Background: an optimization exercise with open tools, aiming at a short achievable clock period and few clock cycles. Do not read the settings as production practice.
RTL that was checked went through simulation tests only; none was proved equivalent to the original.
For run 2, only the layout was checked, not whether the RTL still works.
Power figures rest on the tool's default switching activity, not on a simulated workload.

[design/flow/design.v]
localparam
    ZERO        = 32'd0,
    OPAND       = 5'd0,
    OPOR        = 5'd1,
    OPXOR       = 5'd2,
    OPADD       = 5'd3,
    OPSUB       = 5'd4,
    OPSLT       = 5'd5,
    OPSLTU      = 5'd6,
    OPSLL       = 5'd7,
    OPSRL       = 5'd8,
    OPSRA       = 5'd9,
    OPLUI       = 5'd10,
    OPMUL       = 5'd11,
    OPMULH      = 5'd12,
    OPMULHU     = 5'd13,
    OPMULHSU    = 5'd14,
    OPDIV       = 5'd15,
    OPDIVU      = 5'd16,
    OPREM       = 5'd17,
    OPREMU      = 5'd18,
    OPNULL      = 5'd31,  
    OPC_LOAD        = 7'b0000011,
    OPC_OPIMM       = 7'b0010011,
    OPC_STORE       = 7'b0100011,
    OPC_RTYPE       = 7'b0110011,
    OPC_BRANCH      = 7'b1100011,
    OPC_JALR        = 7'b1100111,
    OPC_JAL         = 7'b1101111,
    OPC_LUI         = 7'b0110111,
    FUNCT7_ADD      = 7'b0000000,
    FUNCT7_SUB      = 7'b0100000,
    FUNCT7_SLT      = 7'b0000000,
    FUNCT7_OR       = 7'b0000000,
    FUNCT7_AND      = 7'b0000000,
    FUNCT3_LW       = 3'b010,
    FUNCT3_SW       = 3'b010,
    FUNCT3_ADD      = 3'b000,
    FUNCT3_SUB      = 3'b000,
    FUNCT3_SLT      = 3'b010,
    FUNCT3_OR       = 3'b110,
    FUNCT3_AND      = 3'b111,
    FUNCT3_BEQ      = 3'b000,
    FUNCT3_JALR     = 3'b000,
    TEXT_ADDRESS    = 32'h0040_0000,
    DATA_ADDRESS    = 32'h1001_0000,
    STACK_ADDRESS   = 32'h1001_03FC,
    GP              = DATA_ADDRESS;
module mux4 (
   input  wire [31:0] entr0, entr1, entr2, entr3,
   input  wire [1:0]  sel,
   output reg  [31:0] saida
);
always @(*)
begin
   case (sel)
      2'b00:
         saida <= entr0;
      2'b01:
         saida <= entr1;
      2'b10:
         saida <= entr2;
      2'b11:
         saida <= entr3;
   endcase
end
endmodule
module adder (
   input  wire [31:0] iA,
   input  wire [31:0] iB,
   output reg  [31:0] out
);
always @(*)
begin
   out <= iA + iB;
end
endmodule
module ALU (
    input        [4:0]  iControl,
    input signed [31:0] iA, iB,
    output logic [31:0] oResult,
    output logic        Zero
    );
localparam
    ZERO        = 32'd0,
    OPAND       = 5'd0,
    OPOR        = 5'd1,
    OPXOR       = 5'd2,
    OPADD       = 5'd3,
    OPSUB       = 5'd4,
    OPSLT       = 5'd5,
    OPSLTU      = 5'd6,
    OPSLL       = 5'd7,
    OPSRL       = 5'd8,
    OPSRA       = 5'd9,
    OPLUI       = 5'd10,
    OPMUL       = 5'd11,
    OPMULH      = 5'd12,
    OPMULHU     = 5'd13,
    OPMULHSU    = 5'd14,
    OPDIV       = 5'd15,
    OPDIVU      = 5'd16,
    OPREM       = 5'd17,
    OPREMU      = 5'd18,
    OPNULL      = 5'd31,  
    OPC_LOAD        = 7'b0000011,
    OPC_OPIMM       = 7'b0010011,
    OPC_STORE       = 7'b0100011,
    OPC_RTYPE       = 7'b0110011,
    OPC_BRANCH      = 7'b1100011,
    OPC_JALR        = 7'b1100111,
    OPC_JAL         = 7'b1101111,
    OPC_LUI         = 7'b0110111,
    FUNCT7_ADD      = 7'b0000000,
    FUNCT7_SUB      = 7'b0100000,
    FUNCT7_SLT      = 7'b0000000,
    FUNCT7_OR       = 7'b0000000,
    FUNCT7_AND      = 7'b0000000,
    FUNCT3_LW       = 3'b010,
    FUNCT3_SW       = 3'b010,
    FUNCT3_ADD      = 3'b000,
    FUNCT3_SUB      = 3'b000,
    FUNCT3_SLT      = 3'b010,
    FUNCT3_OR       = 3'b110,
    FUNCT3_AND      = 3'b111,
    FUNCT3_BEQ      = 3'b000,
    FUNCT3_JALR     = 3'b000,
    TEXT_ADDRESS    = 32'h0040_0000,
    DATA_ADDRESS    = 32'h1001_0000,
    STACK_ADDRESS   = 32'h1001_03FC,
    GP              = DATA_ADDRESS;
    assign Zero = (oResult==32'b0);
always @(*)
begin
    case (iControl)
        OPAND:
            oResult  = iA & iB;
        OPOR:
            oResult  = iA | iB;
        OPADD:
            oResult  = iA + iB;
        OPSUB:
            oResult  = iA - iB;
        OPSLT:
            oResult  = {31'b0, iA < iB};
        OPLUI:
            oResult  = iB;
        default:
            oResult  = ZERO;
    endcase
end
endmodule
module ImmGen (
    input        [31:0] iInstrucao,
    output logic [31:0] oImm
);
localparam
    ZERO        = 32'd0,
    OPAND       = 5'd0,
    OPOR        = 5'd1,
    OPXOR       = 5'd2,
    OPADD       = 5'd3,
    OPSUB       = 5'd4,
    OPSLT       = 5'd5,
    OPSLTU      = 5'd6,
    OPSLL       = 5'd7,
    OPSRL       = 5'd8,
    OPSRA       = 5'd9,
    OPLUI       = 5'd10,
    OPMUL       = 5'd11,
    OPMULH      = 5'd12,
    OPMULHU     = 5'd13,
    OPMULHSU    = 5'd14,
    OPDIV       = 5'd15,
    OPDIVU      = 5'd16,
    OPREM       = 5'd17,
    OPREMU      = 5'd18,
    OPNULL      = 5'd31,  
    OPC_LOAD        = 7'b0000011,
    OPC_OPIMM       = 7'b0010011,
    OPC_STORE       = 7'b0100011,
    OPC_RTYPE       = 7'b0110011,
    OPC_BRANCH      = 7'b1100011,
    OPC_JALR        = 7'b1100111,
    OPC_JAL         = 7'b1101111,
    OPC_LUI         = 7'b0110111,
    FUNCT7_ADD      = 7'b0000000,
    FUNCT7_SUB      = 7'b0100000,
    FUNCT7_SLT      = 7'b0000000,
    FUNCT7_OR       = 7'b0000000,
    FUNCT7_AND      = 7'b0000000,
    FUNCT3_LW       = 3'b010,
    FUNCT3_SW       = 3'b010,
    FUNCT3_ADD      = 3'b000,
    FUNCT3_SUB      = 3'b000,
    FUNCT3_SLT      = 3'b010,
    FUNCT3_OR       = 3'b110,
    FUNCT3_AND      = 3'b111,
    FUNCT3_BEQ      = 3'b000,
    FUNCT3_JALR     = 3'b000,
    TEXT_ADDRESS    = 32'h0040_0000,
    DATA_ADDRESS    = 32'h1001_0000,
    STACK_ADDRESS   = 32'h1001_03FC,
    GP              = DATA_ADDRESS;
always @ (*)
    case (iInstrucao[6:0])
        OPC_LOAD,
        OPC_OPIMM,
        OPC_JALR:
            oImm <= {{20{iInstrucao[31]}}, iInstrucao[31:20]};
        OPC_STORE:
            oImm <= {{20{iInstrucao[31]}}, iInstrucao[31:25], iInstrucao[11:7]};
        OPC_BRANCH:
            oImm <= {{20{iInstrucao[31]}}, iInstrucao[7], iInstrucao[30:25], iInstrucao[11:8], 1'b0};
        OPC_JAL:
            oImm <= {{12{iInstrucao[31]}}, iInstrucao[19:12], iInstrucao[20], iInstrucao[30:21], 1'b0};
        OPC_LUI:
            oImm <= {iInstrucao[31:12], {12{1'b0}}};		
        default:
            oImm <= ZERO;
    endcase
endmodule
module ControleULA (
   input  wire [1:0] opULA,
   input  wire [2:0] funct3,
   input  wire [6:0] funct7,
   output reg  [4:0] codULA
);
localparam
    ZERO        = 32'd0,
    OPAND       = 5'd0,
    OPOR        = 5'd1,
    OPXOR       = 5'd2,
    OPADD       = 5'd3,
    OPSUB       = 5'd4,
    OPSLT       = 5'd5,
    OPSLTU      = 5'd6,
    OPSLL       = 5'd7,
    OPSRL       = 5'd8,
    OPSRA       = 5'd9,
    OPLUI       = 5'd10,
    OPMUL       = 5'd11,
    OPMULH      = 5'd12,
    OPMULHU     = 5'd13,
    OPMULHSU    = 5'd14,
    OPDIV       = 5'd15,
    OPDIVU      = 5'd16,
    OPREM       = 5'd17,
    OPREMU      = 5'd18,
    OPNULL      = 5'd31,  
    OPC_LOAD        = 7'b0000011,
    OPC_OPIMM       = 7'b0010011,
    OPC_STORE       = 7'b0100011,
    OPC_RTYPE       = 7'b0110011,
    OPC_BRANCH      = 7'b1100011,
    OPC_JALR        = 7'b1100111,
    OPC_JAL         = 7'b1101111,
    OPC_LUI         = 7'b0110111,
    FUNCT7_ADD      = 7'b0000000,
    FUNCT7_SUB      = 7'b0100000,
    FUNCT7_SLT      = 7'b0000000,
    FUNCT7_OR       = 7'b0000000,
    FUNCT7_AND      = 7'b0000000,
    FUNCT3_LW       = 3'b010,
    FUNCT3_SW       = 3'b010,
    FUNCT3_ADD      = 3'b000,
    FUNCT3_SUB      = 3'b000,
    FUNCT3_SLT      = 3'b010,
    FUNCT3_OR       = 3'b110,
    FUNCT3_AND      = 3'b111,
    FUNCT3_BEQ      = 3'b000,
    FUNCT3_JALR     = 3'b000,
    TEXT_ADDRESS    = 32'h0040_0000,
    DATA_ADDRESS    = 32'h1001_0000,
    STACK_ADDRESS   = 32'h1001_03FC,
    GP              = DATA_ADDRESS;
always @(*)
begin
   case (opULA)
      2'b00:
         codULA <= OPADD;    
      2'b01:
         codULA <= OPSUB;    
      2'b10:
         case (funct3)            
            3'b000:
            begin
               if (funct7 == 7'b0)
                  codULA <= OPADD;
               else
                  codULA <= OPSUB;
            end
            3'b010:
                  codULA    <= OPSLT;
            3'b110:
                  codULA    <= OPOR;
            3'b111:
                  codULA    <= OPAND;
            default:
                  codULA    <= OPNULL;
         endcase
      2'b11:
         codULA <= OPLUI;    
      default:
         codULA <= OPNULL;
   endcase
end
endmodule
module Controle (
   input  wire [6:0] opcode,
   output reg        Mem2Reg, LeMem, EscreveMem, Branch, OrigULA, EscreveReg,
   output reg        Jal, Jalr,
   output reg  [1:0] opULA
);
localparam
    ZERO        = 32'd0,
    OPAND       = 5'd0,
    OPOR        = 5'd1,
    OPXOR       = 5'd2,
    OPADD       = 5'd3,
    OPSUB       = 5'd4,
    OPSLT       = 5'd5,
    OPSLTU      = 5'd6,
    OPSLL       = 5'd7,
    OPSRL       = 5'd8,
    OPSRA       = 5'd9,
    OPLUI       = 5'd10,
    OPMUL       = 5'd11,
    OPMULH      = 5'd12,
    OPMULHU     = 5'd13,
    OPMULHSU    = 5'd14,
    OPDIV       = 5'd15,
    OPDIVU      = 5'd16,
    OPREM       = 5'd17,
    OPREMU      = 5'd18,
    OPNULL      = 5'd31,  
    OPC_LOAD        = 7'b0000011,
    OPC_OPIMM       = 7'b0010011,
    OPC_STORE       = 7'b0100011,
    OPC_RTYPE       = 7'b0110011,
    OPC_BRANCH      = 7'b1100011,
    OPC_JALR        = 7'b1100111,
    OPC_JAL         = 7'b1101111,
    OPC_LUI         = 7'b0110111,
    FUNCT7_ADD      = 7'b0000000,
    FUNCT7_SUB      = 7'b0100000,
    FUNCT7_SLT      = 7'b0000000,
    FUNCT7_OR       = 7'b0000000,
    FUNCT7_AND      = 7'b0000000,
    FUNCT3_LW       = 3'b010,
    FUNCT3_SW       = 3'b010,
    FUNCT3_ADD      = 3'b000,
    FUNCT3_SUB      = 3'b000,
    FUNCT3_SLT      = 3'b010,
    FUNCT3_OR       = 3'b110,
    FUNCT3_AND      = 3'b111,
    FUNCT3_BEQ      = 3'b000,
    FUNCT3_JALR     = 3'b000,
    TEXT_ADDRESS    = 32'h0040_0000,
    DATA_ADDRESS    = 32'h1001_0000,
    STACK_ADDRESS   = 32'h1001_03FC,
    GP              = DATA_ADDRESS;
always @(*)
begin
   Jal         <= 1'b0;
   Jalr        <= 1'b0;
   case (opcode)
      OPC_RTYPE:  begin        
         EscreveReg  <= 1'b1;
         Mem2Reg     <= 1'b0;
         LeMem       <= 1'b0;
         EscreveMem  <= 1'b0;
         Branch      <= 1'b0;
         OrigULA     <= 1'b0;
         opULA       <= 2'b10;
      end
      OPC_OPIMM:  begin        
         EscreveReg  <= 1'b1;
         Mem2Reg     <= 1'b0;
         LeMem       <= 1'b0;
         EscreveMem  <= 1'b0;
         Branch      <= 1'b0;
         OrigULA     <= 1'b1;
         opULA       <= 2'b00;
      end
      OPC_LUI:    begin        
         EscreveReg  <= 1'b1;
         Mem2Reg     <= 1'b0;
         LeMem       <= 1'b0;
         EscreveMem  <= 1'b0;
         Branch      <= 1'b0;
         OrigULA     <= 1'b1;
         opULA       <= 2'b11;
      end
      OPC_LOAD:   begin        
         EscreveReg  <= 1'b1;
         Mem2Reg     <= 1'b1;
         LeMem       <= 1'b1;
         EscreveMem  <= 1'b0;
         Branch      <= 1'b0;
         OrigULA     <= 1'b1;
         opULA       <= 2'b00;
      end
      OPC_STORE:  begin        
         EscreveReg  <= 1'b0;
         Mem2Reg     <= 1'b0;
         LeMem       <= 1'b0;
         EscreveMem  <= 1'b1;
         Branch      <= 1'b0;
         OrigULA     <= 1'b1;
         opULA       <= 2'b00;
      end
      OPC_BRANCH: begin        
         EscreveReg  <= 1'b0;
         Mem2Reg     <= 1'b0;
         LeMem       <= 1'b0;
         EscreveMem  <= 1'b0;
         Branch      <= 1'b1;
         OrigULA     <= 1'b0;
         opULA       <= 2'b01;
      end
      OPC_JALR:   begin        
         EscreveReg  <= 1'b1;
         Mem2Reg     <= 1'b0;
         LeMem       <= 1'b0;
         EscreveMem  <= 1'b0;
         Branch      <= 1'b0;
         OrigULA     <= 1'b1;
         opULA       <= 2'b00;
         Jalr        <= 1'b1;
      end
      OPC_JAL:    begin        
         EscreveReg  <= 1'b1;
         Mem2Reg     <= 1'b0;
         LeMem       <= 1'b0;
         EscreveMem  <= 1'b0;
         Branch      <= 1'b0;
         OrigULA     <= 1'b0;
         opULA       <= 2'b00;
         Jal         <= 1'b1;     
      end
      default:    begin
         EscreveReg  <= 1'b0;
         Mem2Reg     <= 1'b0;
         LeMem       <= 1'b0;
         EscreveMem  <= 1'b0;
         Branch      <= 1'b0;
         OrigULA     <= 1'b0;
         opULA       <= 2'b00;
      end
   endcase
end
endmodule
module Registers (
    input wire          iCLK, iRST, iRegWrite,
    input wire  [4:0]   iReadRegister1, iReadRegister2, iWriteRegister,
    input wire  [31:0]  iWriteData,
    output wire [31:0]  oReadData1, oReadData2,
    input wire  [4:0]   iRegDispSelect,      
    output wire [31:0]  oRegDisp             
    );
localparam
    ZERO        = 32'd0,
    OPAND       = 5'd0,
    OPOR        = 5'd1,
    OPXOR       = 5'd2,
    OPADD       = 5'd3,
    OPSUB       = 5'd4,
    OPSLT       = 5'd5,
    OPSLTU      = 5'd6,
    OPSLL       = 5'd7,
    OPSRL       = 5'd8,
    OPSRA       = 5'd9,
    OPLUI       = 5'd10,
    OPMUL       = 5'd11,
    OPMULH      = 5'd12,
    OPMULHU     = 5'd13,
    OPMULHSU    = 5'd14,
    OPDIV       = 5'd15,
    OPDIVU      = 5'd16,
    OPREM       = 5'd17,
    OPREMU      = 5'd18,
    OPNULL      = 5'd31,  
    OPC_LOAD        = 7'b0000011,
    OPC_OPIMM       = 7'b0010011,
    OPC_STORE       = 7'b0100011,
    OPC_RTYPE       = 7'b0110011,
    OPC_BRANCH      = 7'b1100011,
    OPC_JALR        = 7'b1100111,
    OPC_JAL         = 7'b1101111,
    OPC_LUI         = 7'b0110111,
    FUNCT7_ADD      = 7'b0000000,
    FUNCT7_SUB      = 7'b0100000,
    FUNCT7_SLT      = 7'b0000000,
    FUNCT7_OR       = 7'b0000000,
    FUNCT7_AND      = 7'b0000000,
    FUNCT3_LW       = 3'b010,
    FUNCT3_SW       = 3'b010,
    FUNCT3_ADD      = 3'b000,
    FUNCT3_SUB      = 3'b000,
    FUNCT3_SLT      = 3'b010,
    FUNCT3_OR       = 3'b110,
    FUNCT3_AND      = 3'b111,
    FUNCT3_BEQ      = 3'b000,
    FUNCT3_JALR     = 3'b000,
    TEXT_ADDRESS    = 32'h0040_0000,
    DATA_ADDRESS    = 32'h1001_0000,
    STACK_ADDRESS   = 32'h1001_03FC,
    GP              = DATA_ADDRESS;
reg [31:0] registers[31:0];
parameter SPR=5'd2;                          
integer i;
assign oReadData1 = registers[iReadRegister1];
assign oReadData2 = registers[iReadRegister2];
assign oRegDisp   = registers[iRegDispSelect];
always @(posedge iCLK or posedge iRST)
begin
    if (iRST)
        begin            
            for (i = 0; i <= 31; i = i + 1)
                registers[i] <= (i == {27'b0, SPR}) ? STACK_ADDRESS : 32'b0;
        end
    else
        begin
            if(iRegWrite && (iWriteRegister != 5'b0))
                    registers[iWriteRegister] <= iWriteData;
        end
end
endmodule
module Uniciclo (
    input  logic        clockCPU,
    input  logic        reset,
    input  logic [4:0]  RegIn,
    output logic [31:0] PC,
    input  logic [31:0] Instr,
    output logic [31:0] MemAddr, MemWrData,
    output logic        MemWrEn,
    input  logic [31:0] MemRdData,
    output logic [31:0] RegOut
    );
localparam
    ZERO        = 32'd0,
    OPAND       = 5'd0,
    OPOR        = 5'd1,
    OPXOR       = 5'd2,
    OPADD       = 5'd3,
    OPSUB       = 5'd4,
    OPSLT       = 5'd5,
    OPSLTU      = 5'd6,
    OPSLL       = 5'd7,
    OPSRL       = 5'd8,
    OPSRA       = 5'd9,
    OPLUI       = 5'd10,
    OPMUL       = 5'd11,
    OPMULH      = 5'd12,
    OPMULHU     = 5'd13,
    OPMULHSU    = 5'd14,
    OPDIV       = 5'd15,
    OPDIVU      = 5'd16,
    OPREM       = 5'd17,
    OPREMU      = 5'd18,
    OPNULL      = 5'd31,  
    OPC_LOAD        = 7'b0000011,
    OPC_OPIMM       = 7'b0010011,
    OPC_STORE       = 7'b0100011,
    OPC_RTYPE       = 7'b0110011,
    OPC_BRANCH      = 7'b1100011,
    OPC_JALR        = 7'b1100111,
    OPC_JAL         = 7'b1101111,
    OPC_LUI         = 7'b0110111,
    FUNCT7_ADD      = 7'b0000000,
    FUNCT7_SUB      = 7'b0100000,
    FUNCT7_SLT      = 7'b0000000,
    FUNCT7_OR       = 7'b0000000,
    FUNCT7_AND      = 7'b0000000,
    FUNCT3_LW       = 3'b010,
    FUNCT3_SW       = 3'b010,
    FUNCT3_ADD      = 3'b000,
    FUNCT3_SUB      = 3'b000,
    FUNCT3_SLT      = 3'b010,
    FUNCT3_OR       = 3'b110,
    FUNCT3_AND      = 3'b111,
    FUNCT3_BEQ      = 3'b000,
    FUNCT3_JALR     = 3'b000,
    TEXT_ADDRESS    = 32'h0040_0000,
    DATA_ADDRESS    = 32'h1001_0000,
    STACK_ADDRESS   = 32'h1001_03FC,
    GP              = DATA_ADDRESS;
wire [6:0] opcode = Instr[6:0];
wire [2:0] funct3 = Instr[14:12];
wire [6:0] funct7 = Instr[31:25];
wire [4:0] rs1    = Instr[19:15];
wire [4:0] rs2    = Instr[24:20];
wire [4:0] rd     = Instr[11:7];
wire Mem2Reg, LeMem, EscreveMem, Branch, OrigULA, EscreveReg, Jal, Jalr;
wire [1:0] ALUop;
wire [4:0] codULA;
wire [31:0] Imm;
wire [31:0] DadoEscrita, PCEscrita, OperadorULA;
wire [31:0] PC4, PCImm;
wire Zero;
wire [31:0] SaidaULA;
wire [31:0] Dado1, Dado2;
wire [31:0] MemData = MemRdData;
wire [31:0] RegMonitorado;
Registers bancoReg (
   .iCLK(clockCPU), .iRST(reset), .iRegWrite(EscreveReg), .iReadRegister1(rs1),
   .iReadRegister2(rs2), .iWriteData(DadoEscrita), .iWriteRegister(rd),
   .oReadData1(Dado1), .oReadData2(Dado2),
   .iRegDispSelect(RegIn), .oRegDisp(RegOut)       
);
Controle controle (
   .opcode(opcode), .Mem2Reg(Mem2Reg), .LeMem(LeMem), .EscreveMem(EscreveMem),
   .Branch(Branch), .OrigULA(OrigULA), .EscreveReg(EscreveReg), .Jal(Jal), .Jalr(Jalr),
   .opULA(ALUop)
);
ControleULA controleULA (
   .opULA(ALUop), .funct3(funct3), .funct7(funct7), .codULA(codULA)
);
ImmGen GeraImm(.iInstrucao(Instr), .oImm(Imm));
mux4 muxOrigULA (.entr0(Dado2), .entr1(Imm), .entr2(32'b0), .entr3(32'b0),
                 .sel({1'b0, OrigULA}), .saida(OperadorULA));
mux4 muxEscrReg (.entr0(SaidaULA), .entr1(MemData), .entr2(PC4), .entr3(32'b0),
                 .sel({Jal | Jalr, Mem2Reg}), .saida(DadoEscrita));
mux4 muxOrigPC  (.entr0(PC4), .entr1(PCImm), .entr2({SaidaULA[31:1], 1'b0}), .entr3(32'b0),
                 .sel({Jalr, (Branch & Zero) | Jal}), .saida(PCEscrita));
adder SomaPC4   (.iA(PC), .iB(32'd4), .out(PC4));
adder SomaPCImm (.iA(PC), .iB(Imm), .out(PCImm));
ALU ULA (
   .iControl(codULA), .iA(Dado1), .iB(OperadorULA), .oResult(SaidaULA), .Zero(Zero)
);
assign MemAddr   = SaidaULA;
assign MemWrData = Dado2;
assign MemWrEn   = EscreveMem;
always @(posedge clockCPU  or posedge reset)
begin
if(reset)
   PC <= 32'h0040_0000;
else
   PC <= PCEscrita;
end
endmodule
[design/flow/config.mk]
export PLATFORM = sky130hd
export DESIGN_NAME = Uniciclo
export DESIGN_NICKNAME = Uniciclo
export VERILOG_FILES = /design/flow/design.v
export SDC_FILE = /design/flow/constraint.sdc
export NUM_CORES = 8
export LEC_CHECK = 0
export CAP_MARGIN = 20
export CORE_MARGIN = 2
export CORE_UTILIZATION = 30
export PLACE_DENSITY = 0.45
export SETUP_SLACK_MARGIN = 0.6
export SLEW_MARGIN = 20
[design/flow/constraint.sdc]
create_clock -name core_clock -period 10.0 [get_ports {clockCPU}]
set_input_delay 2.0000 -clock core_clock [delete_from_list [all_inputs] [get_ports {clockCPU}]]
set_output_delay 2.0000 -clock core_clock [all_outputs]
set_load 0.01 [all_outputs]
[design/flow/run.sh]
#!/bin/bash
# synth_recipe.tcl (not shown) runs the flow's synth.tcl, then flattens the netlist and writes it again
# the make line also repeats each setting of config.mk as NAME=value (left out here)
make -C /OpenROAD-flow-scripts/flow DESIGN_CONFIG=/design/flow/config.mk WORK_HOME=/design/flow/orfs CLKGATE_MAP_FILE= SYNTH_SCRIPT=/design/flow/synth_recipe.tcl finish
==> impl_metrics.toml, run 1 <==
[run_status]
status = "timing/DRC/antenna clean"

[worst_hold_path]
hold_path.class = "reg2reg"

[global_routing]
grt_pass1_wl_um = 674000
overflow = 0
grt_max_degree = 156
grt_pass1_vias = 71400
antenna_found_initial = 55
grtUsageTotal_pct = 46.1

[floorplanning]
core_um2 = 210000
ios = 200
die-area_um2 = 215000
start_util_pct = 30.2
rows = 168
die_w_um = 463
die_h_um = 463

[timing]
finalSetupViolations = 0
hold_ws_ps = 440
clock_skew_ps = 38.9
fmax_mhz = 107
min_period_over_period_pct = 93.6
fin_tns_setup_ps = 0
rsz0062_at_grt = "yes"
hold_viol_final = 0
drv_slew = 0
slew_headroom_pct = 12.3
min_period_ps = 9360
worst_pin_slew_ps = 1310

[detailed_routing]
drt_iter0_drc = 12600
drt-pass1-iter-count = 15
wl_per_cell_um = 46.4
post_drt_via_cell_ratio = 6.90
wirelength_um = 512000
vias = 76100
route.detailed.drc = 0
ant_nets = 0

[cts]
cts_num_sinks = 1056
cts_tree = "done"
path_clk_slew_ps = 60
hold_buffers = 0
cts_buffers = 134
cts_max_path_buffers = 3
h-tree-depth = 4
clock_latency_ps = 860
cts_root_buffer = "clkbuf_16"

[synth]
ys_ff_latch = 1056
synth_nets = 7627
yosysWarnings = 9
synth_cell_types = 90
syn_area_per_cell_um2 = 8.52
async_reset_ff_share_pct = 100
synth-edff-count = 0
ys.flop_type = "dfrtp_1"
syn_inst = 7425
netlist_area_um2 = 63300
ys_seq_area_share_pct = 41.8

[finish]
stdcell_count = 11000
seq_area_um2 = 26400
nets = 8297
fin_area_um2 = 83600
multi_input_comb_area_um2 = 36200
fill_cells = 21000
drive_gt1_share_pct = 20.7
area_delta_synth_final_pct = 32.1

[pwr]
p_comb_share_pct = 14.4
power.internal_uw = 7990
leakagePower_uw = 0.0354
p_sw_share_pct = 30.4
p_per_area_nw_per_um2 = 137
clkPwrFrac_pct = 45.9
p_seq_share_pct = 39.7
vdd_drop_max_mv = 0.202
power_uw = 11500
p_switching_uw = 3500

[setup_path]
worstPathArrival_ps = 7360
crit_slowest_cell = "or4_4"
cp_num_buf_inv = 11
cp.required_ps = 8000
crit_type = "in2out"
cpPeakStageDelay_ps = 580
critPathMaxFanout = 6
path_delay_family = "compound AO/OA/AOI/OAI gates"
worst_setup_path_start_kind = "input port"
crit_path_end_kind = "output pin"
worst_path_most_repeated_cell = "buf_12"

[run]
max_cap_viol_count = 0

[place]
place.detailed.hpwl_um = 348000
port_buffers = 199
dpl.cell_count = 10700
gp_congestion = 1.05
dpl_cell_area_um2 = 76300
[state kept, by name (all words and copies together) (netlist names)]
name,count
PC,32
bancoReg.registers,1024
[final cells by class]
class | count | share of cell area, %
inverter | 137 | 0.620
clock inverter | 65 | 1.02
antenna | 21 | 0.0629
multi-input combinational | 5507 | 43.3
timing repair buffer | 1259 | 14.6
sequential | 1056 | 31.6
tap | 2805 | 4.20
clock buffer | 181 | 4.53
[per-stage QoR]
step / setup WS [ps] / utilization, %
2_1_floorplan: -6550 / -
3_3_place_gp: -952 / 36.4
3_5_place_dp: -841 / 36.4
4_1_cts: 462 / 39.4
5_1_grt: 531 / 39.9
6_report: 640 / 39.9
[path summary, 6_finish.rpt]
path,from,to,slack (ps),depth (start not counted)
max,Instr[19],MemAddr[25],640,27
min,bancoReg.registers[0][23],bancoReg.registers[0][23],440,0
max reg2reg,bancoReg.registers[26][0],PC[23],3400,28
min reg2reg,bancoReg.registers[0][23],bancoReg.registers[0][23],440,0
max in group asynchronous,reset,bancoReg.registers[7][17],6550,4
min in group asynchronous,reset,PC[6],1560,3
[cell families after synthesis]
group	synth area share [%]
DFF	41.8
and+or+nand+nor	14.6
adders and majority gates	2.63
buffers and inverters	5.18
xor gates and xnor gates	1.08
muxes	0.241
AOI/OAI and AO/OA	34.5
[worst register-to-register path, delay by kind of cell, from the launching register on]
| family | cells | cell delay, ps |
|---|---|---|
| muxes | 1 | 80 |
| buffers and inverters | 8 | 1080 |
| adders and majority gates | 2 | 450 |
| AOI/OAI and AO/OA | 7 | 1750 |
| and+or+nand+nor | 10 | 2670 |
| DFF | 1 | 470 |
[cell usage in the layout (no fill, tap or decap), types with 133 or more instances in the layout]
master	Yosys	final
nand2_1	1208	1176
o21ai_0	1137	1085
dfrtp_1	1045	1045
buf_4	3	824
a22oi_1	623	620
a22o_1	418	418
a221oi_1	415	356
a21oi_1	258	234
nand3_1	188	185
nor2_1	276	172
nand4_1	170	170
clkdlybuf4s50_1	0	168
buf_12	0	151
clkbuf_16	0	139
inv_1	136	133
[cell usage after synthesis (all sizes together) (7+ instances only)]
cell / instances / area, um2
nor3b: 8 / 60.1
nand2b: 26 / 163
nor2: 277 / 1040
ha: 128 / 1600
o21bai: 13 / 101
o22ai: 8 / 50.1
and3: 18 / 113
xor2: 30 / 263
dfstp: 11 / 289
a221oi: 416 / 3650
a211o: 7 / 61.3
a21o: 28 / 210
o21a: 35 / 263
clkbuf: 669 / 2510
nand4: 170 / 1060
xnor2: 48 / 420
a31oi: 13 / 81.3
nand3b: 13 / 97.6
a211oi: 24 / 185
nor2b: 21 / 131
a22o: 418 / 3660
nor4: 24 / 150
o221ai: 7 / 61.3
o211ai: 16 / 120
a22oi: 623 / 4680
a221o: 19 / 190
dfrtp: 1045 / 26200
or4: 31 / 233
o21ai: 1147 / 5740
nand3: 188 / 941
nand2: 1208 / 4530
o32a: 64 / 641
or3: 11 / 68.8
o22a: 23 / 201
and2: 10 / 62.6
o31ai: 9 / 77.6
a21oi: 258 / 1290
mux2i: 13 / 130
nor3: 53 / 265
inv: 136 / 510
or2: 15 / 93.8
buf: 56 / 251
a2111oi: 8 / 70.1
[layer usage]
metal / part of all wire [%] / up-vias / global-route usage [%]
met1: 39 / 37700 / 58.4
met2: 40 / 6633 / 64.9
li1: - / 29500 / -
met4: 8.6 / 50 / 30.0
met3: 13 / 2255 / 17.6
met5: 0.091 / - / 0.312
[repair_timing]
item,CTS,global route
pin swaps,68,81
buffers inserted,55,25
setup endpoints to repair,30,26
resized for setup,305,136
gates cloned,4,1
[power groups by stage]
stage / Combinational, uW / Sequential, uW / Clock (uW)
floorplan: 692 / 4570 / 0
global placement: 1520 / 4630 / 0
detailed placement: 1530 / 4630 / 0
global route: 1710 / 4570 / 5460
CTS: 1580 / 4560 / 5300
finish: 1650 / 4560 / 5270
Testbench counts, summed over its fixed seeds: cycles 83,995.
==> run 2: changes to the inputs <==
--- a/design/flow/design.v
+++ b/design/flow/design.v
@@ -587,5 +587,24 @@
     STACK_ADDRESS   = 32'h1001_03FC,
     GP              = DATA_ADDRESS;
-wire [6:0] opcode = Instr[6:0];
+reg         e_valid;
+reg  [31:0] e_a, e_b, e_sd;             
+reg         e_fwa, e_fwb, e_fws;        
+reg  [31:0] e_link;                     
+reg  [31:0] e_pc;                       
+reg  [31:0] e_bimm;                     
+reg  [31:0] e_ptgt;                     
+reg         e_pred;                     
+reg  [4:0]  e_rd;
+reg         e_wr, e_load, e_store, e_beq, e_jal, e_jalr, e_call, e_ret;
+reg         e_add, e_sub, e_and, e_or, e_slt, e_selb, e_link_sel;
+reg  [9:0]  e_pcidx;                    
+reg         m_valid;
+reg  [31:0] m_res;
+reg  [4:0]  m_rd;
+reg         m_wr, m_load, m_we;
+reg  [31:0] m_addr, m_wdata;
+reg  [31:0] rf [1:31];
+reg  [31:1] rf_ok;
+wire [6:0] opc    = Instr[6:0];
 wire [2:0] funct3 = Instr[14:12];
 wire [6:0] funct7 = Instr[31:25];
@@ -593,50 +612,238 @@
 wire [4:0] rs2    = Instr[24:20];
 wire [4:0] rd     = Instr[11:7];
-wire Mem2Reg, LeMem, EscreveMem, Branch, OrigULA, EscreveReg, Jal, Jalr;
-wire [1:0] ALUop;
-wire [4:0] codULA;
-wire [31:0] Imm;
-wire [31:0] DadoEscrita, PCEscrita, OperadorULA;
-wire [31:0] PC4, PCImm;
-wire Zero;
-wire [31:0] SaidaULA;
-wire [31:0] Dado1, Dado2;
-wire [31:0] MemData = MemRdData;
-wire [31:0] RegMonitorado;
-Registers bancoReg (
-   .iCLK(clockCPU), .iRST(reset), .iRegWrite(EscreveReg), .iReadRegister1(rs1),
-   .iReadRegister2(rs2), .iWriteData(DadoEscrita), .iWriteRegister(rd),
-   .oReadData1(Dado1), .oReadData2(Dado2),
-   .iRegDispSelect(RegIn), .oRegDisp(RegOut)       
-);
-Controle controle (
-   .opcode(opcode), .Mem2Reg(Mem2Reg), .LeMem(LeMem), .EscreveMem(EscreveMem),
-   .Branch(Branch), .OrigULA(OrigULA), .EscreveReg(EscreveReg), .Jal(Jal), .Jalr(Jalr),
-   .opULA(ALUop)
-);
-ControleULA controleULA (
-   .opULA(ALUop), .funct3(funct3), .funct7(funct7), .codULA(codULA)
-);
-ImmGen GeraImm(.iInstrucao(Instr), .oImm(Imm));
-mux4 muxOrigULA (.entr0(Dado2), .entr1(Imm), .entr2(32'b0), .entr3(32'b0),
-                 .sel({1'b0, OrigULA}), .saida(OperadorULA));
-mux4 muxEscrReg (.entr0(SaidaULA), .entr1(MemData), .entr2(PC4), .entr3(32'b0),
-                 .sel({Jal | Jalr, Mem2Reg}), .saida(DadoEscrita));
-mux4 muxOrigPC  (.entr0(PC4), .entr1(PCImm), .entr2({SaidaULA[31:1], 1'b0}), .entr3(32'b0),
-                 .sel({Jalr, (Branch & Zero) | Jal}), .saida(PCEscrita));
-adder SomaPC4   (.iA(PC), .iB(32'd4), .out(PC4));
-adder SomaPCImm (.iA(PC), .iB(Imm), .out(PCImm));
-ALU ULA (
-   .iControl(codULA), .iA(Dado1), .iB(OperadorULA), .oResult(SaidaULA), .Zero(Zero)
-);
-assign MemAddr   = SaidaULA;
-assign MemWrData = Dado2;
-assign MemWrEn   = EscreveMem;
-always @(posedge clockCPU  or posedge reset)
-begin
-if(reset)
-   PC <= 32'h0040_0000;
-else
-   PC <= PCEscrita;
+wire d_r     = (opc == OPC_RTYPE);
+wire d_addi  = (opc == OPC_OPIMM);
+wire d_lui   = (opc == OPC_LUI);
+wire d_lw    = (opc == OPC_LOAD);
+wire d_sw    = (opc == OPC_STORE);
+wire d_beq   = (opc == OPC_BRANCH);
+wire d_jal   = (opc == OPC_JAL);
+wire d_jalr  = (opc == OPC_JALR);
+wire d_wr    = d_r | d_addi | d_lui | d_lw | d_jal | d_jalr;
+wire d_use1  = d_r | d_addi | d_lw | d_sw | d_beq | d_jalr;
+wire d_use2  = d_r | d_sw | d_beq;
+wire d_useimm = d_addi | d_lui | d_lw | d_sw | d_jalr;
+wire d_radd  = d_r & (funct3 == 3'b000) & (funct7 == 7'b0);
+wire d_rsub  = d_r & (funct3 == 3'b000) & (funct7 != 7'b0);
+wire d_add   = d_addi | d_lw | d_sw | d_radd;
+wire d_and   = d_r & (funct3 == 3'b111);
+wire d_or    = d_r & (funct3 == 3'b110);
+wire d_slt   = d_r & (funct3 == 3'b010);
+wire d_ret   = d_jalr & (rd == 5'd0) & (rs1 == 5'd1);
+wire d_call  = (d_jal | d_jalr) & (rd == 5'd1);
+wire [31:0] immI = {{20{Instr[31]}}, Instr[31:20]};
+wire [31:0] immS = {{20{Instr[31]}}, Instr[31:25], Instr[11:7]};
+wire [31:0] immB = {{20{Instr[31]}}, Instr[7], Instr[30:25], Instr[11:8], 1'b0};
+wire [31:0] immJ = {{12{Instr[31]}}, Instr[19:12], Instr[20], Instr[30:21], 1'b0};
+wire [31:0] immU = {Instr[31:12], 12'b0};
+wire [31:0] d_imm = d_sw  ? immS :
+                    d_lui ? immU : immI;
+wire [31:0] d_bimm = Instr[3] ? immJ : immB;
+wire [31:0] d_link = PC + 32'd4;
+wire [9:0]  d_tidx = PC[11:2] + d_bimm[11:2];
+wire [31:0] d_tgt  = {PC[31:12], d_tidx, 2'b00};
+wire [31:0] m_wb   = m_load ? MemRdData : m_res;
+wire        m_wen  = m_valid & m_wr;            
+function [31:0] rf_read;
+    input [4:0] r;
+    begin
+        if (r == 5'd0)
+            rf_read = 32'b0;
+        else if (rf_ok[r])
+            rf_read = rf[r];
+        else if (r == 5'd2)
+            rf_read = STACK_ADDRESS;
+        else
+            rf_read = 32'b0;
+    end
+endfunction
+wire [31:0] d_rv1 = (m_wen && m_rd == rs1) ? m_wb : rf_read(rs1);
+wire [31:0] d_rv2 = (m_wen && m_rd == rs2) ? m_wb : rf_read(rs2);
+wire e_ldhz  = e_valid & e_load & e_wr;
+wire d_stall = e_ldhz & ((d_use1 & (rs1 == e_rd)) | (d_use2 & (rs2 == e_rd)));
+wire e_fwd_ok = e_valid & e_wr;
+reg  [15:0] btb_v;
+reg  [5:0]  btb_tag [0:15];
+reg  [9:0]  btb_tgt [0:15];
+reg  [1:0]  btb_ctr [0:15];
+wire [3:0]  f_idx = PC[5:2];
+wire        btb_hit = btb_v[f_idx] & (btb_tag[f_idx] == PC[11:6]);
+wire        btb_taken = btb_hit & btb_ctr[f_idx][1];
+reg  [31:0] ras [0:1];
+reg         ras_sp;                     
+reg  [1:0]  ras_n;                      
+wire [31:0] ras_top = ras[~ras_sp];
+wire        f_sure = d_jal | (d_beq & (rs1 == rs2));
+wire        f_pred_ret = d_ret & (ras_n != 2'd0);
+wire        f_pred = f_sure | f_pred_ret | btb_taken;
+wire [31:0] f_btgt = f_pred_ret ? ras_top : {PC[31:12], btb_tgt[f_idx], 2'b00};
+wire [31:0] f_ptgt = f_sure ? d_tgt : f_btgt;
+wire [31:0] A  = e_fwa ? m_res : e_a;
+wire [31:0] B  = e_fwb ? m_res : e_b;
+wire [31:0] SD = e_fws ? m_res : e_sd;
+wire [31:0] sum  = A + B;
+wire [31:0] diff = A - B;
+wire        lt   = (A[31] != B[31]) ? A[31] : diff[31];
+wire [31:0] res = ({32{e_add}}  & sum)  |
+                  ({32{e_sub}}  & diff) |
+                  ({32{e_and}}  & (A & B)) |
+                  ({32{e_or}}   & (A | B)) |
+                  ({32{e_slt}}  & {31'b0, lt}) |
+                  ({32{e_selb}} & B) |
+                  ({32{e_link_sel}} & e_link);
+wire        eq     = (A == B);
+wire [31:0] e_tgt  = e_pc + e_bimm;
+wire [31:0] tx     = e_pc ^ e_bimm ^ e_ptgt;
+wire [31:0] tc     = (e_pc & e_bimm) | ((e_pc ^ e_bimm) & ~e_ptgt);
+wire        tgt_ok = (tx == {tc[30:0], 1'b0});
+wire [31:0] jx   = A ^ B ^ e_ptgt;
+wire [31:0] jc   = (A & B) | ((A ^ B) & ~e_ptgt);
+wire        j_ok = (jx[31:1] == {jc[30:1], A[0] & B[0]}) & (e_ptgt[0] == 1'b0);
+wire        e_taken = e_jal | e_jalr | (e_beq & eq);
+wire        e_tok   = e_jalr ? j_ok : tgt_ok;
+wire        e_mis   = e_valid & (e_taken ? ~(e_pred & e_tok) : e_pred);
+wire [31:0] e_jtgt  = {sum[31:1], 1'b0};
+wire [31:0] e_ntgt  = e_jalr ? e_jtgt : (e_taken ? e_tgt : e_link);
+wire d_adv = ~e_mis & ~d_stall;         
+always @(posedge clockCPU or posedge reset)
+begin
+    if (reset)
+        PC <= TEXT_ADDRESS;
+    else if (e_mis)
+        PC <= e_ntgt;
+    else if (d_stall)
+        PC <= PC;
+    else if (f_pred)
+        PC <= f_ptgt;
+    else
+        PC <= d_link;
+end
+always @(posedge clockCPU or posedge reset)
+begin
+    if (reset) begin
+        e_valid <= 1'b0;
+        m_valid <= 1'b0;
+        m_we    <= 1'b0;
+    end else begin
+        e_valid <= d_adv;
+        m_valid <= e_valid;
+        m_we    <= e_valid & e_store;
+    end
+end
+always @(posedge clockCPU)
+begin
+    e_a      <= d_rv1;
+    e_b      <= d_useimm ? d_imm : d_rv2;
+    e_sd     <= d_rv2;
+    e_fwa    <= e_fwd_ok & (e_rd == rs1);
+    e_fwb    <= e_fwd_ok & (e_rd == rs2) & ~d_useimm;
+    e_fws    <= e_fwd_ok & (e_rd == rs2);
+    e_link   <= d_link;
+    e_pc     <= PC;
+    e_bimm   <= d_bimm;
+    e_ptgt   <= f_ptgt;
+    e_pred   <= f_pred;
+    e_rd     <= rd;
+    e_wr     <= d_wr & (rd != 5'd0);
+    e_load   <= d_lw;
+    e_store  <= d_sw;
+    e_beq    <= d_beq;
+    e_jal    <= d_jal;
+    e_jalr   <= d_jalr;
+    e_call   <= d_call;
+    e_ret    <= d_ret;
+    e_add    <= d_add;
+    e_sub    <= d_rsub;
+    e_and    <= d_and;
+    e_or     <= d_or;
+    e_slt    <= d_slt;
+    e_selb   <= d_lui;
+    e_link_sel <= d_jal | d_jalr;
+    e_pcidx  <= PC[11:2];
+    m_res    <= res;
+    m_rd     <= e_rd;
+    m_wr     <= e_wr;
+    m_load   <= e_load;
+    if (e_load | e_store)
+        m_addr <= sum;
+    if (e_store)
+        m_wdata <= SD;
+end
+assign MemAddr   = m_addr;
+assign MemWrData = m_wdata;
+assign MemWrEn   = m_we;
+always @(posedge clockCPU)
+begin
+    if (m_wen)
+        rf[m_rd] <= m_wb;
+end
+always @(posedge clockCPU or posedge reset)
+begin
+    if (reset)
+        rf_ok <= 31'b0;
+    else if (m_wen)
+        rf_ok[m_rd] <= 1'b1;
+end
+always @(posedge clockCPU)
+    RegOut <= rf_read(RegIn);
+reg        u_v, u_taken;
+reg  [9:0] u_pcidx;
+reg  [9:0] u_tgt;
+always @(posedge clockCPU or posedge reset)
+begin
+    if (reset)
+        u_v <= 1'b0;
+    else
+        u_v <= e_valid & (e_beq | e_jalr) & ~e_ret;
+end
+always @(posedge clockCPU)
+begin
+    u_taken <= e_taken;
+    u_pcidx <= e_pcidx;
+    u_tgt   <= e_ntgt[11:2];
+end
+wire [3:0] u_idx = u_pcidx[3:0];
+wire [5:0] u_tag = u_pcidx[9:4];
+wire       u_hit = btb_v[u_idx] & (btb_tag[u_idx] == u_tag);
+always @(posedge clockCPU or posedge reset)
+begin
+    if (reset)
+        btb_v <= 16'b0;
+    else if (u_v & u_taken)
+        btb_v[u_idx] <= 1'b1;
+end
+always @(posedge clockCPU)
+begin
+    if (u_v) begin
+        if (u_taken) begin
+            btb_tag[u_idx] <= u_tag;
+            btb_tgt[u_idx] <= u_tgt;
+            btb_ctr[u_idx] <= u_hit ? ((btb_ctr[u_idx] == 2'b11) ? 2'b11 : btb_ctr[u_idx] + 2'b01) : 2'b11;
+        end else if (u_hit) begin
+            btb_ctr[u_idx] <= (btb_ctr[u_idx] == 2'b00) ? 2'b00 : btb_ctr[u_idx] - 2'b01;
+        end
+    end
+end
+wire ras_push = e_valid & e_call;
+wire ras_pop  = e_valid & e_ret & (ras_n != 2'd0);
+always @(posedge clockCPU or posedge reset)
+begin
+    if (reset) begin
+        ras_sp <= 1'b0;
+        ras_n  <= 2'd0;
+    end else if (ras_push & ~ras_pop) begin
+        ras_sp <= ~ras_sp;
+        ras_n  <= (ras_n == 2'd2) ? 2'd2 : ras_n + 2'd1;
+    end else if (ras_pop & ~ras_push) begin
+        ras_sp <= ~ras_sp;
+        ras_n  <= ras_n - 2'd1;
+    end
+end
+always @(posedge clockCPU)
+begin
+    if (ras_push & ras_pop)
+        ras[~ras_sp] <= e_link;
+    else if (ras_push)
+        ras[ras_sp] <= e_link;
 end
 endmodule
==> design/flow/flow/run.sh (new file) <==
#!/bin/bash
set -euo pipefail
MARGIN=6.8
sed -E "s/SETUP_SLACK_MARGIN=[^ ]+/SETUP_SLACK_MARGIN=${MARGIN}/" standard.sh > std_margin.sh
grep -q "SETUP_SLACK_MARGIN=${MARGIN}" std_margin.sh
bash std_margin.sh > flow_make.log 2>&1
==> design/flow/standard.sh (new file) <==
#!/bin/bash
# synth_recipe.tcl (not shown) runs the flow's synth.tcl, then flattens the netlist and writes it again
# the make line also repeats each setting of config.mk as NAME=value (left out here)
make -C /OpenROAD-flow-scripts/flow DESIGN_CONFIG=/design/flow/config.mk WORK_HOME=/design/flow/orfs CLKGATE_MAP_FILE= SYNTH_SCRIPT=/design/flow/synth_recipe.tcl "${@:-finish}"
removed: design/flow/run.sh
==> run 2 against run 1 <==
Net effect: maximum frequency increased by 120%; sequential share of layout area increased by 11 points; critical endpoint is now m_res[31]; final cell count grew 2.1%; clock-buffer cell count is 111 higher; critical path type is now reg2reg; clock skew increased by 38 ps; core utilization decreased by 1.7 points; register-to-register slack improved by 2300 ps; combinational power grew to 4.0 times the previous value; power increased by 110%; global-route usage decreased by 21 points.
==> impl_metrics.toml, run 2 <==
[timing]
finalSetupViolations = 0
rsz0062_at_grt = "yes"
fin_tns_setup_ps = 0
min_period_over_period_pct = 43.3
slew_headroom_pct = 19.2
clock_skew_ps = 77.0
drv_slew = 0
min_period_ps = 4330
fmax_mhz = 231
hold_viol_final = 0
worst_pin_slew_ps = 1210

[setup_path]
worstPathArrival_ps = 5130
cp_num_buf_inv = 1
crit_path_end_kind = "register"
crit_slowest_cell = "mux2i_1"
r2r_start = "e_fwa"
critPathMaxFanout = 5
crit_chain = "mux2i_1 -> inv_1 -> ha_2 -> or2_2 -> a221o_1 -> a31o_4 -> a21oi_4 -> o211ai_1 -> a21oi_2 -> o21bai_1 -> a21o_1 -> fa_2 -> nand2_1 -> o21ai_1 -> a221o_1 -> a221o_1"
worst_setup_path_start_kind = "register"
crit_type = "reg2reg"
rrSetupSlack_ps = 5670
reg2reg_depth = 16
cp.required_ps = 10800
regToRegEndpoint = "m_res[31]"
cpPeakStageDelay_ps = 450
worst_path_most_repeated_cell = "a221o_1"
path_delay_family = "compound AO/OA/AOI/OAI gates"

[run_status]
status = "timing/DRC/antenna clean"

[cts]
cts_root_buffer = "clkbuf_16"
cts_buffers = 216
path_clk_slew_ps = 60
cts_num_sinks = 1820
cts_tree = "done"
clock_latency_ps = 950
cts_max_path_buffers = 4
h-tree-depth = 4

[detailed_routing]
post_drt_via_cell_ratio = 5.90
drt_iter0_drc = 7456
wirelength_um = 416000
ant_nets = 0
route.detailed.drc = 0
drt-pass1-iter-count = 5
vias = 66500
wl_per_cell_um = 36.9

[synth]
ys_ff_latch = 1820
yosys.area.top_type = "edfxtp_1"
yosys-top-cells-count = "edfxtp_1, mux4_2, mux2i_1"
ys_seq_area_share_pct = 53.3
syn_inst = 6337
synthMuxAreaShare_pct = 26.3
synth_nets = 6637
async_reset_ff_share_pct = 4.73
synth_xor_area_share_pct = 1.96
synth_top_family_by_area = "multiplexers"
synth-edff-count = 1408
synthTopCellsByArea = "edfxtp_1, mux4_2, dfxtp_1"
yosysWarnings = 1
yosysMostFrequentCell = "edfxtp_1"
synth-adder-area-share_pct = 3.52
syn_area_per_cell_um2 = 15.1
synth_top_area_share_pct = 44.2
synth_cell_types = 89
ys.flop_type = "edfxtp_1"
synth_compound_area_share_pct = 7.47
netlist_area_um2 = 95600
synthSimpleGateAreaFrac_pct = 4.54

[floorplanning]
core_um2 = 318000
die_h_um = 568
die-area_um2 = 323000
start_util_pct = 30.1
die_w_um = 568
rows = 207
ios = 200

[finish]
largest_reg_flops = 992
drive_gt1_share_pct = 40.2
stdcell_count = 11300
nets = 7192
layout_common_cells = "edfxtp_1, mux4_2, mux2i_1, buf_4, dfxtp_1"
final_common_cell = "edfxtp_1"
area_delta_synth_final_pct = 26.9
reg_top3 = "rf x992, btb_tgt x160, btb_tag x96"
largest_register = "rf"

[place]
port_buffers = 199
place.detailed.hpwl_um = 232000
dpl.cell_count = 10400
gp_congestion = 0.870

[worst_hold_path]
hold_path_depth = 0
hold_path.class = "reg2reg"
hp-start = "e_load"
min_to = "m_load"

[global_routing]
overflow = 0
grt_pass1_vias = 66300
grt_pass1_wl_um = 563000
antenna_found_initial = 24
grt_max_degree = 58
grtUsageTotal_pct = 25.0

[pwr]
vdd_drop_max_mv = 0.169
leakagePower_uw = 0.0420
p_per_area_nw_per_um2 = 198

[run]
max_cap_viol_count = 0
-- run 2: changes by cell type after synthesis, moves of 326 or more --
cell,delta
edfxtp_1,+1408
dfrtp_1,-960
o21ai_0,-939
nand2_1,-934
mux4_2,+875
a22oi_1,-602
a22o_1,-400
clkbuf_1,-388
mux2i_1,+368
a221oi_1,-351
dfxtp_1,+326
-- run 2: how the worst max path moves through the flow --
| stage | from | end | slack, ps | cells after the start |
|---|---|---|---|---|
| finish | e_fwa | m_res[31] | 5670 | 16 |
| global route | e_fwb | m_res[31] | 5530 | 18 |
| CTS | e_fwb | m_res[31] | 5740 | 18 |
| detailed placement | Instr[21] | e_b[16] | 3890 | 12 |
| global placement | Instr[21] | e_b[23] | 3900 | 7 |
| floorplan | Instr[15] | e_a[16] | 5160 | 16 |
-- run 2: timing repair --
item                        CTS  global route
hold buffers                  0             0
cloned                       80            12
setup endpoints to repair   959           869
gates resized for setup    1517           299
pin swaps                   130           130
buffers inserted            277            75
-- run 2: cells by family after synthesis --
family,Yosys count
flops,1820
mux,1401
compound gates,1073
simple gates,937
buf+inv,662
fa+ha+maj,230
xor+xnor,214
-- run 2: area by class of cell --
class,count,area (um2)
repair inverters,16,115
diodes,5,12.5
inverters,206,987
clock inverters,114,1270
repair buffers,772,9580
fillers,29400,196000
clock buffers,292,5990
multi-input cells,3860,47000
flip-flops and latches,1820,51100
well taps,4180,5230
-- run 2: worst reg2reg max path: cells and delay by family, from the launching register on --
kind | cells | cell delay, ps
compound gates | 10 | 2140
fa+ha+maj | 2 | 680
buf+inv | 1 | 180
flops | 1 | 420
mux | 1 | 450
simple gates | 2 | 330
-- run 2: metrics by stage --
stage	util, %	power [uW]	setup slack (ps)	cell area (um2)	hold WS (ps)
after floorplan	-	12600	5160	97300	352
after global placement	32.6	14600	3900	103000	384
after detailed placement	32.6	14600	3890	103000	376
after CTS	37.5	23900	5740	119000	389
after global routing	38.2	24800	5530	121000	403
final	38.2	24000	5670	121000	392
-- run 2: per-layer routing --
layer | share of wire [%] | wire length [um] | track usage, % | up-vias
li1 | - | - | - | 26700
met1 | 40 | 165000 | 32.1 | 35700
met2 | 48 | 198000 | 41.3 | 3228
met3 | 7.4 | 30700 | 4.23 | 778
met4 | 5.3 | 22200 | 11.3 | 14
met5 | 0.023 | 94 | 0 | -
-- run 2: where the power goes --
part           total [uW]  switching, uW  internal [uW]  leakage, uW
sequential           9300            547           8750       0.0170
combinational        6600           3730           2880       0.0215
clock                8140           3430           4710      0.00354
==> run 3: changes to the inputs <==
--- a/design/flow/design.v
+++ b/design/flow/design.v
@@ -591,10 +591,9 @@
 reg         e_fwa, e_fwb, e_fws;        
 reg  [31:0] e_link;                     
-reg  [31:0] e_pc;                       
-reg  [31:0] e_bimm;                     
+reg  [31:0] e_tgt;                      
 reg  [31:0] e_ptgt;                     
 reg         e_pred;                     
 reg  [4:0]  e_rd;
-reg         e_wr, e_load, e_store, e_beq, e_jal, e_jalr, e_call, e_ret;
+reg         e_wr, e_load, e_store, e_beq, e_jal, e_jalr;
 reg         e_add, e_sub, e_and, e_or, e_slt, e_selb, e_link_sel;
 reg  [9:0]  e_pcidx;                    
@@ -602,5 +601,5 @@
 reg  [31:0] m_res;
 reg  [4:0]  m_rd;
-reg         m_wr, m_load, m_we;
+reg         m_wr, m_load, m_store;
 reg  [31:0] m_addr, m_wdata;
 reg  [31:0] rf [1:31];
@@ -639,10 +638,9 @@
 wire [31:0] d_imm = d_sw  ? immS :
                     d_lui ? immU : immI;
-wire [31:0] d_bimm = Instr[3] ? immJ : immB;
+wire [31:0] d_bimm = d_jal ? immJ : immB;
 wire [31:0] d_link = PC + 32'd4;
-wire [9:0]  d_tidx = PC[11:2] + d_bimm[11:2];
-wire [31:0] d_tgt  = {PC[31:12], d_tidx, 2'b00};
+wire [31:0] d_tgt  = PC + d_bimm;
 wire [31:0] m_wb   = m_load ? MemRdData : m_res;
-wire        m_wen  = m_valid & m_wr;            
+wire        m_wen  = m_valid & m_wr & (m_rd != 5'd0);
 function [31:0] rf_read;
     input [4:0] r;
@@ -660,23 +658,22 @@
 wire [31:0] d_rv1 = (m_wen && m_rd == rs1) ? m_wb : rf_read(rs1);
 wire [31:0] d_rv2 = (m_wen && m_rd == rs2) ? m_wb : rf_read(rs2);
-wire e_ldhz  = e_valid & e_load & e_wr;
+wire e_ldhz = e_valid & e_load & (e_rd != 5'd0);
 wire d_stall = e_ldhz & ((d_use1 & (rs1 == e_rd)) | (d_use2 & (rs2 == e_rd)));
-wire e_fwd_ok = e_valid & e_wr;
-reg  [15:0] btb_v;
-reg  [5:0]  btb_tag [0:15];
-reg  [9:0]  btb_tgt [0:15];
-reg  [1:0]  btb_ctr [0:15];
-wire [3:0]  f_idx = PC[5:2];
-wire        btb_hit = btb_v[f_idx] & (btb_tag[f_idx] == PC[11:6]);
+wire e_fwd_ok = e_valid & e_wr & (e_rd != 5'd0);
+reg  [63:0] btb_v;
+reg  [3:0]  btb_tag [0:63];
+reg  [9:0]  btb_tgt [0:63];
+reg  [1:0]  btb_ctr [0:63];
+wire [5:0]  f_idx = PC[7:2];
+wire        btb_hit = btb_v[f_idx] & (btb_tag[f_idx] == PC[11:8]);
 wire        btb_taken = btb_hit & btb_ctr[f_idx][1];
-reg  [31:0] ras [0:1];
-reg         ras_sp;                     
-reg  [1:0]  ras_n;                      
-wire [31:0] ras_top = ras[~ras_sp];
-wire        f_sure = d_jal | (d_beq & (rs1 == rs2));
-wire        f_pred_ret = d_ret & (ras_n != 2'd0);
-wire        f_pred = f_sure | f_pred_ret | btb_taken;
-wire [31:0] f_btgt = f_pred_ret ? ras_top : {PC[31:12], btb_tgt[f_idx], 2'b00};
-wire [31:0] f_ptgt = f_sure ? d_tgt : f_btgt;
+reg  [31:0] ras [0:3];
+reg  [1:0]  ras_sp;                     
+reg  [2:0]  ras_n;                      
+wire [1:0]  ras_top_i = ras_sp - 2'd1;
+wire [31:0] ras_top = ras[ras_top_i];
+wire        f_pred_ret = d_ret & (ras_n != 3'd0);
+wire        f_pred = f_pred_ret | btb_taken;
+wire [31:0] f_ptgt = f_pred_ret ? ras_top : {PC[31:12], btb_tgt[f_idx], 2'b00};
 wire [31:0] A  = e_fwa ? m_res : e_a;
 wire [31:0] B  = e_fwb ? m_res : e_b;
@@ -693,8 +690,5 @@
                   ({32{e_link_sel}} & e_link);
 wire        eq     = (A == B);
-wire [31:0] e_tgt  = e_pc + e_bimm;
-wire [31:0] tx     = e_pc ^ e_bimm ^ e_ptgt;
-wire [31:0] tc     = (e_pc & e_bimm) | ((e_pc ^ e_bimm) & ~e_ptgt);
-wire        tgt_ok = (tx == {tc[30:0], 1'b0});
+wire        tgt_ok = (e_ptgt == e_tgt);
 wire [31:0] jx   = A ^ B ^ e_ptgt;
 wire [31:0] jc   = (A & B) | ((A ^ B) & ~e_ptgt);
@@ -724,9 +718,7 @@
         e_valid <= 1'b0;
         m_valid <= 1'b0;
-        m_we    <= 1'b0;
     end else begin
         e_valid <= d_adv;
         m_valid <= e_valid;
-        m_we    <= e_valid & e_store;
     end
 end
@@ -740,10 +732,9 @@
     e_fws    <= e_fwd_ok & (e_rd == rs2);
     e_link   <= d_link;
-    e_pc     <= PC;
-    e_bimm   <= d_bimm;
+    e_tgt    <= d_tgt;
     e_ptgt   <= f_ptgt;
     e_pred   <= f_pred;
     e_rd     <= rd;
-    e_wr     <= d_wr & (rd != 5'd0);
+    e_wr     <= d_wr;
     e_load   <= d_lw;
     e_store  <= d_sw;
@@ -751,6 +742,4 @@
     e_jal    <= d_jal;
     e_jalr   <= d_jalr;
-    e_call   <= d_call;
-    e_ret    <= d_ret;
     e_add    <= d_add;
     e_sub    <= d_rsub;
@@ -765,4 +754,5 @@
     m_wr     <= e_wr;
     m_load   <= e_load;
+    m_store  <= e_store;
     if (e_load | e_store)
         m_addr <= sum;
@@ -772,5 +762,5 @@
 assign MemAddr   = m_addr;
 assign MemWrData = m_wdata;
-assign MemWrEn   = m_we;
+assign MemWrEn   = m_valid & m_store;
 always @(posedge clockCPU)
 begin
@@ -795,5 +785,5 @@
         u_v <= 1'b0;
     else
-        u_v <= e_valid & (e_beq | e_jalr) & ~e_ret;
+        u_v <= e_valid & (e_beq | e_jal | e_jalr);
 end
 always @(posedge clockCPU)
@@ -803,11 +793,11 @@
     u_tgt   <= e_ntgt[11:2];
 end
-wire [3:0] u_idx = u_pcidx[3:0];
-wire [5:0] u_tag = u_pcidx[9:4];
+wire [5:0] u_idx = u_pcidx[5:0];
+wire [3:0] u_tag = u_pcidx[9:6];
 wire       u_hit = btb_v[u_idx] & (btb_tag[u_idx] == u_tag);
 always @(posedge clockCPU or posedge reset)
 begin
     if (reset)
-        btb_v <= 16'b0;
+        btb_v <= 64'b0;
     else if (u_v & u_taken)
         btb_v[u_idx] <= 1'b1;
@@ -825,17 +815,17 @@
     end
 end
-wire ras_push = e_valid & e_call;
-wire ras_pop  = e_valid & e_ret & (ras_n != 2'd0);
+wire ras_push = d_adv & d_call;
+wire ras_pop  = d_adv & d_ret & (ras_n != 3'd0);
 always @(posedge clockCPU or posedge reset)
 begin
     if (reset) begin
-        ras_sp <= 1'b0;
-        ras_n  <= 2'd0;
+        ras_sp <= 2'd0;
+        ras_n  <= 3'd0;
     end else if (ras_push & ~ras_pop) begin
-        ras_sp <= ~ras_sp;
-        ras_n  <= (ras_n == 2'd2) ? 2'd2 : ras_n + 2'd1;
+        ras_sp <= ras_sp + 2'd1;
+        ras_n  <= (ras_n == 3'd4) ? 3'd4 : ras_n + 3'd1;
     end else if (ras_pop & ~ras_push) begin
-        ras_sp <= ~ras_sp;
-        ras_n  <= ras_n - 2'd1;
+        ras_sp <= ras_sp - 2'd1;
+        ras_n  <= ras_n - 3'd1;
     end
 end
@@ -843,7 +833,7 @@
 begin
     if (ras_push & ras_pop)
-        ras[~ras_sp] <= e_link;
+        ras[ras_top_i] <= d_link;
     else if (ras_push)
-        ras[ras_sp] <= e_link;
+        ras[ras_sp] <= d_link;
 end
 endmodule
==> design/flow/run.sh (new file) <==
#!/bin/bash
# synth_recipe.tcl (not shown) runs the flow's synth.tcl, then flattens the netlist and writes it again
# the make line also repeats each setting of config.mk as NAME=value (left out here)
make -C /OpenROAD-flow-scripts/flow DESIGN_CONFIG=/design/flow/config.mk WORK_HOME=/design/flow/orfs CLKGATE_MAP_FILE= SYNTH_SCRIPT=/design/flow/synth_recipe.tcl finish
removed: design/flow/flow/run.sh
removed: design/flow/standard.sh
==> run 3 against run 2 <==
Net effect: sequential cell count is 839 higher; critical path type unchanged; clock-buffer cell count grew 123; critical endpoint is now ras[1][21]; still clean; register-to-register slack got worse by 3000 ps; first-iteration DRC count rose by 22%; sequential share of layout area rose by 8.8 points; clock skew is 35 ps lower; hold slack lost 68 ps; core utilization down 3.5 points; clock power increased by 44%; global-route usage fell by 3.0 points; via count grew 22%.
==> impl_metrics.toml, run 3 <==
[run_status]
status = "timing/DRC/antenna clean"

[detailed_routing]
post_drt_via_cell_ratio = 5.74
wl_per_cell_um = 34.7
route.detailed.drc = 0
drt-pass1-iter-count = 6
drt_iter0_drc = 9064
wirelength_um = 492000
ant_nets = 0
vias = 81400

[global_routing]
grt_max_degree = 117
grt_pass1_vias = 81200
overflow = 0
antenna_found_initial = 27
grt_pass1_wl_um = 677000
grtUsageTotal_pct = 22.0

[floorplanning]
start_util_pct = 30.1
die-area_um2 = 438000
die_h_um = 662
rows = 241
die_w_um = 662
core_um2 = 431000
ios = 200

[synth]
synthSimpleGateAreaFrac_pct = 4.08
yosys-top-cells-count = "edfxtp_1, mux4_2, mux2i_1"
yosysWarnings = 1
synth_cell_types = 88
synth_top_family_by_area = "multiplexers"
syn_area_per_cell_um2 = 16.3
ys_ff_latch = 2659
syn_inst = 7973
synthMuxAreaShare_pct = 24.5
synth_nets = 8233
synth-adder-area-share_pct = 2.02
synthTopCellsByArea = "edfxtp_1, mux4_2, dfxtp_1"
async_reset_ff_share_pct = 5.08
synth_top_area_share_pct = 51.1
synth_xor_area_share_pct = 1.40
netlist_area_um2 = 130000
yosys.area.top_type = "edfxtp_1"
ys_seq_area_share_pct = 58.6
yosysMostFrequentCell = "edfxtp_1"
synth-edff-count = 2208
synth_compound_area_share_pct = 6.90
ys.flop_type = "edfxtp_1"

[setup_path]
crit_path_end_kind = "register"
worstPathArrival_ps = 7920
critPathMaxFanout = 35
crit_type = "reg2reg"
worst_setup_path_start_kind = "register"
cp.required_ps = 10640

[pwr]
p_switching_uw = 11500
power.internal_uw = 22900
clkPwrFrac_pct = 33.9
vdd_drop_max_mv = 0.225
p_seq_share_pct = 39.6
p_per_area_nw_per_um2 = 230
leakagePower_uw = 0.0500
p_comb_share_pct = 26.6
p_sw_share_pct = 33.5

[cts]
cts_num_sinks = 2659
cts_root_buffer = "clkbuf_16"
hold_buffers = 0
cts_tree = "done"
cts_setup_buffers = 0
cts_max_path_buffers = 4
cts_buffers = 314
h-tree-depth = 5
clock_latency_ps = 940
path_clk_slew_ps = 60
cts_resized = 0

[finish]
seq_area_um2 = 76100
drive_gt1_share_pct = 26.2
area_delta_synth_final_pct = 15.2
nets = 8449
layout_common_cells = "edfxtp_1, mux4_2, mux2i_1, nor2_1, nand2_1"
multi_input_comb_area_um2 = 50900
largest_register = "rf"
fill_cells = 40600
final_common_cell = "edfxtp_1"
reg_top3 = "rf x992, btb_tgt x640, btb_tag x256"
largest_reg_flops = 992
finish.utilization_pct = 34.7

[place]
gp_congestion = 0.885
port_buffers = 199
place.detailed.hpwl_um = 314000

[run]
max_cap_viol_count = 0

[timing]
hold_viol_final = 0
rsz0062_at_grt = "no"
min_period_ps = 7290
slew_headroom_pct = 14.8
fmax_mhz = 137
finalSetupViolations = 0
clock_skew_ps = 41.7
fin_tns_setup_ps = 0
min_period_over_period_pct = 72.9
worst_pin_slew_ps = 1240
drv_slew = 0

[worst_hold_path]
hold_path.class = "reg2reg"
## run 3: cells by family after synthesis
group | count (synthesis)
adders and majority gates | 189
and+or+nand+nor | 1167
AOI/OAI and AO/OA | 1258
buffers and inverters | 784
DFF | 2659
muxes | 1709
xor gates and xnor gates | 207
## run 3: cell type report
| cell class | instances | area share [%] |
|---|---|---|
| Sequential cell | 2659 | 50.9 |
| Multi-Input combinational cell | 4530 | 34.1 |
| Clock buffer | 415 | 5.75 |
| Tap cell | 5710 | 4.78 |
| Timing Repair Buffer | 477 | 2.80 |
| Clock inverter | 162 | 1.17 |
| Inverter | 207 | 0.527 |
| Antenna cell | 9 | 0.0151 |
## run 3: critical path, stage by stage (launching register included)
cell and delay (ps):
dfxtp_1 300, buf_4 350, mux2_2 440, inv_1 90
ha_1 360, nor4_1 680, nand3_1 420, o31ai_4 350
buf_4 610, o211ai_1 150, buf_4 240, nand2_1 70
buf_4 360, inv_1 170, nand4_1 370, inv_1 130
ha_1 290, or3b_2 500, a21oi_4 670, buf_4 350
## run 3: routing by layer
layer	track usage, %	part of all wire [%]	vias to the layer above
met5	0	0.015	-
met4	9.33	4.8	14
met3	3.49	7.0	814
met2	35.0	47	3824
met1	29.9	42	43700
li1	-	-	33100
## run 3: power by group through the flow
stage / Sequential [uW] / Clock [uW] / Combinational [uW]
after floorplan: 13600 / 0 / 5330
after global placement: 13800 / 0 / 9070
after detailed placement: 13800 / 0 / 9100
after CTS: 13600 / 11900 / 9130
after global routing: 13600 / 12300 / 9550
final: 13600 / 11700 / 9140
## run 3: per-stage QoR
stage	total power (uW)	worst slack, ps	cell area [um2]	hold slack, ps	std cells
6_report	34400	2710	149000	324	14200
5_1_grt	35500	2380	149000	328	14200
4_1_cts	34600	2730	149000	324	14200
3_5_place_dp	22900	2740	139000	312	13600
3_3_place_gp	22900	2790	139000	310	13600
2_1_floorplan	18900	2450	130000	310	7973
## run 3: path summary, 6_finish.rpt
check | from | end | slack, ps | depth (start not counted)
worst min register to register | e_pcidx[0] | u_pcidx[0] | 320 | 0
worst min-delay path | e_pcidx[0] | u_pcidx[0] | 320 | 0
min in group asynchronous | reset | PC[15] | 1510 | 2
max in group asynchronous | reset | PC[3] | 6600 | 4
worst max register to register | e_fwb | ras[1][21] | 2710 | 19
worst max-delay path | e_fwb | ras[1][21] | 2710 | 19
Testbench counts of run 3, summed over its fixed seeds: cycles 95,078.

-- port drivers added, routing unchanged --
The flow's constraints put no driver on any port. The routed layouts listed below were extracted and timed again, unchanged, in two steps.
Step 1 assumes that a clkbuf_16 drives the clock port and a buf_2 every other input.
Step 2 moves the port delays by t, midway between the first and last clock arrival at a register: inputs arrive t later, outputs are due t later. That takes back most of the time a late clock gives input paths.
a / b / c = no drivers / after step 1 / after step 2; a / b = the first two.
run	shift t [ns]	setup slack, ns	worst setup path after step 2
run 1	0.933	0.640 / 0.585 / 0.585	input to output
run 2	1.010	5.673 / 5.673 / 4.891	input to register
run 3	1.042	2.711 / 2.710 / 2.687	input to register
After both steps every run listed still meets setup and hold. For run 2, which loses most, drivers alone change the setup slack by 0.000 ns; drivers and shift together by -0.782 ns.
